This design comes from an exercise in tuning for small area, a short achievable clock period and few clock cycles on the open sky130 flow, not from production work. Function was checked by simulation only, so behaviour that the tests miss may differ from the original. Power is estimated from default activity; no workload was simulated.

Design LCD_CTRL, start of the top module:
module LCD_CTRL (
  input              clk,
  input              reset,
  input        [3:0] cmd,
  input              cmd_valid,
  input        [7:0] IROM_Q,
  output logic       IROM_rd,
  output logic [5:0] IROM_A,
  output logic       IRAM_valid,
  output logic [7:0] IRAM_D,
  output logic [5:0] IRAM_A,
  output logic       busy,
  output logic       done
);
export LEC_CHECK = 0
export CAP_MARGIN = 20
export CORE_MARGIN = 2
export CORE_UTILIZATION = 50
export CTS_CLUSTER_DIAMETER = 120
export CTS_CLUSTER_SIZE = 25
export SLEW_MARGIN = 20
create_clock -name core_clock -period 12.0 [get_ports {clk}]
standard.sh (not shown) runs the stock make flow with config.mk's settings and CLKGATE_MAP_FILE= SYNTH_SCRIPT=/design/flow/synth_recipe.tcl, a recipe that flattens the netlist after the stock synthesis.
==> flow/flow/run.sh <==
#!/bin/bash
# Standard layout, with plain port buffers and timing repair aiming past the clock period.
set -euo pipefail
bash standard.sh SETUP_SLACK_MARGIN=8.4 "BUFFER_PORTS_ARGS=-buffer_cell sky130_fd_sc_hd__buf_2" finish > make.log 2>&1
Testbench counts at the start, summed over its fixed seeds: cycles 5,572.
Change:
==> flow/flow/run.sh (replaced) <==
#!/bin/bash
# Standard layout, with plain port buffers and timing repair aiming past the clock period.
set -euo pipefail
bash standard.sh SETUP_SLACK_MARGIN=8.4 "BUFFER_PORTS_ARGS=-buffer_cell sky130_fd_sc_hd__buf_4" finish > make.log 2>&1
Outcome: Hold slack gains 0.050 ns. Die area stays the same. Wire length is about the same. Area after synthesis stays the same. Via count is about the same. Cell area rose by 0.44%. Flip-flop and latch count is unchanged. Clock power barely changes. Total power rose by 0.65%. Critical path depth stays the same.
Change:
==> flow/flow/run.sh (replaced) <==
#!/bin/bash
# Standard layout with plain port buffers, timing repair aiming past the
# clock period, and adders left to ABC instead of full-adder cells.
set -euo pipefail
bash standard.sh SETUP_SLACK_MARGIN=8.4 "BUFFER_PORTS_ARGS=-buffer_cell sky130_fd_sc_hd__buf_4" ADDER_MAP_FILE= finish > make.log 2>&1
Effect: The new run produced a clean layout; non-clock buffer count is higher by 35; register-to-register slack gets better by 0.08 ns; cell count is higher by 4.9%; setup slack gets worse by 0.31 ns; sequential share of layout area is lower by 1.8 points; die area is higher by 1.4%; cell area is higher by 3.0%; count of clock-buffer cells in the layout is lower by 1; critical path depth is higher by 8; synthesized area is higher by 1.4%; wire length is higher by 4.9%.
Change:
==> flow/flow/run.sh (replaced) <==
#!/bin/bash
# Standard layout, with plain port buffers and timing repair aiming past the clock period.
set -euo pipefail
bash standard.sh SETUP_SLACK_MARGIN=8.4 "BUFFER_PORTS_ARGS=-buffer_cell sky130_fd_sc_hd__buf_4" finish > make.log 2>&1
- GPL_ROUTABILITY_DRIVEN: not set -> 0
=> The changed run finished clean. Non-clock buffer count came out lower by 21. Global-route usage went down by 0.92 points. Design area went down by about 2.5%. Synthesized area went down by about 1.4%.
Change:
- GPL_ROUTABILITY_DRIVEN: 0 -> not set
- GPL_TIMING_DRIVEN: not set -> 0
What happened: The changed run produced a clean layout; clock skew decreases by 0.011 ns; die area stays the same; combinational power increases by 12%; core utilization increases by 0.67 points.
Change:
==> flow/flow/run.sh (replaced) <==
#!/bin/bash
# Standard layout, with plain port buffers and timing repair aiming past the clock period.
set -euo pipefail
bash standard.sh SETUP_SLACK_MARGIN=8.5 "BUFFER_PORTS_ARGS=-buffer_cell sky130_fd_sc_hd__buf_4" finish > make.log 2>&1
- GPL_TIMING_DRIVEN: 0 -> not set
After rerunning:
- The new run completed without violations
- non-clock buffer count decreases by 125
- cell count decreases by 4.0%
- maximum frequency increases by 0.34%
- synthesized cell count stays the same
- setup slack improved by 0.012 ns
- synthesized area does not change
- combinational power decreases by 11%
- routed wire length decreases by about 10%
- clock power stays flat

Another version of the RTL of LCD_CTRL (not shown whole).
Size in the first run: roughly 2300 cells after synthesis, about 690 flip-flops, about 39 I/O pins.
==> flow/config.mk <==
export PLATFORM = sky130hd
export DESIGN_NAME = LCD_CTRL
export DESIGN_NICKNAME = LCD_CTRL
export VERILOG_FILES = /design/flow/design.v
export SDC_FILE = /design/flow/constraint.sdc
export NUM_CORES = 8
export LEC_CHECK = 0
export CAP_MARGIN = 20
export CORE_MARGIN = 2
export CORE_UTILIZATION = 50
export CTS_CLUSTER_DIAMETER = 120
export CTS_CLUSTER_SIZE = 25
export SLEW_MARGIN = 20
==> flow/constraint.sdc <==
create_clock -name core_clock -period 12.0 [get_ports {clk}]
set_input_delay 2.4000 -clock core_clock [delete_from_list [all_inputs] [get_ports {clk}]]
set_output_delay 2.4000 -clock core_clock [all_outputs]
set_load 0.01 [all_outputs]
==> flow/flow/run.sh <==
#!/bin/bash
# Standard layout, with plain port buffers and timing repair aiming past the clock period.
set -euo pipefail
bash standard.sh SETUP_SLACK_MARGIN=8.8 "BUFFER_PORTS_ARGS=-buffer_cell sky130_fd_sc_hd__buf_4" finish > make.log 2>&1
Testbench counts at the start, summed over its fixed seeds: cycles 5,646.
Next try:
==> flow/flow/run.sh (replaced) <==
#!/bin/bash
# Standard layout, with plain port buffers and timing repair aiming past the clock period.
set -euo pipefail
bash standard.sh SETUP_SLACK_MARGIN=8.4 "BUFFER_PORTS_ARGS=-buffer_cell sky130_fd_sc_hd__buf_4" finish > make.log 2>&1
--- a/flow/config.mk
+++ b/flow/config.mk
@@ -10 +10 @@
-export CORE_UTILIZATION = 50
+export CORE_UTILIZATION = 40
Outcome: Sequential power is about the same; wire length came out lower by 7.6%; die area climbs by 25%; worst setup slack degrades by 0.0073 ns; worst hold slack gets worse by 0.043 ns; fmax hardly moves.
Next try:
--- a/flow/config.mk
+++ b/flow/config.mk
@@ -10 +10 @@
-export CORE_UTILIZATION = 40
+export CORE_UTILIZATION = 50
Effect: The changed run finished clean. Count of clock-buffer cells in the layout does not change. Flip-flop and latch count stays the same. Fmax is about the same. Wire length goes down by 1.4%. Register-to-register slack improved by 0.06 ns. Utilization climbs by 11 points. Power is lower by 0.38%. Via count is lower by 0.83%. Worst setup slack stays flat. Critical path depth stays the same.
Next try:
--- a/flow/config.mk
+++ b/flow/config.mk
@@ -12,0 +13 @@
+export PLACE_DENSITY = 0.75
After rerunning: The changed run ran to the end with no violations; synthesized cell count does not change; setup slack is worse by 0.040 ns; fmax is lower slightly; core utilization goes down by 0.13 points; routed wire length went down by a few percent.
Next try:
==> flow/flow/run.sh (replaced) <==
#!/bin/bash
# Standard layout, with plain port buffers and timing repair aiming past the clock period.
set -euo pipefail
bash standard.sh SETUP_SLACK_MARGIN=8.2 "BUFFER_PORTS_ARGS=-buffer_cell sky130_fd_sc_hd__buf_4" finish > make.log 2>&1
--- a/flow/config.mk
+++ b/flow/config.mk
@@ -13 +12,0 @@
-export PLACE_DENSITY = 0.75
Effect: Setup slack got worse by 0.16 ns. Design area falls by 1.4%. Non-clock buffer count falls by 28. Via count falls by 4.1%. Synthesized cell count stays the same. Die area does not change.
Next try:
==> flow/flow/run.sh (replaced) <==
#!/bin/bash
# Standard layout, with plain port buffers and timing repair aiming past the clock period.
set -euo pipefail
bash standard.sh SETUP_SLACK_MARGIN=8.6 "BUFFER_PORTS_ARGS=-buffer_cell sky130_fd_sc_hd__buf_4" finish > make.log 2>&1
Outcome: The changed run completed without violations; die area stays the same; total power came out higher by 4.4%; synthesized area does not change; cell area grows by 4.0%; via count came out higher by 3.0%; worst setup slack improved by 0.25 ns; sequential power stays flat; core utilization increases by 2.2 points; cell count climbs by 2.4%; wire length came out higher by 4.8%.

## separate check: timing with driven ports
No port has a modelled driver above. Below, the same layouts with a new extraction and two added sets of constraints. Step 1, drivers: a clkbuf_16 drives clk and a buf_2 each remaining input, both assumed. Step 2 times the ports against the registers' clock, not the clock port: input delays grow and output delays shrink by t, the midpoint of the rising clock arrivals with the driver on. a / b / c = no drivers / after step 1 / after step 2; a / b = the first two.
run	t, ns	slack for setup (ns)	worst data-port slew with drivers (ns)
the first run of note 1	0.697	8.354 / 8.294 / 7.832	0.09
the second run of note 1	0.707	8.363 / 8.301 / 7.808	0.09
the third run of note 1	0.711	8.052 / 8.076 / 7.365	0.05
the fourth run of note 1	0.700	8.331 / 8.296 / 7.875	0.08
the fifth run of note 1	0.704	8.355 / 8.294 / 7.673	0.21
the sixth run of note 1	0.702	8.368 / 8.306 / 7.871	0.08
the first run of note 2	0.691	8.379 / 8.312 / 7.949	0.06
the second run of note 2	0.695	8.372 / 8.305 / 7.798	0.05
the third run of note 2	0.714	8.370 / 8.306 / 7.807	0.06
the fourth run of note 2	0.704	8.330 / 8.268 / 7.841	0.09
the fifth run of note 2	0.702	8.165 / 8.192 / 7.507	0.04
the sixth run of note 2	0.690	8.411 / 8.345 / 7.965	0.06
After both steps every run listed still meets setup and hold. The setup slack of the third run of note 1, which loses most, moves by +0.024 ns with the drivers and by -0.687 ns with both steps.
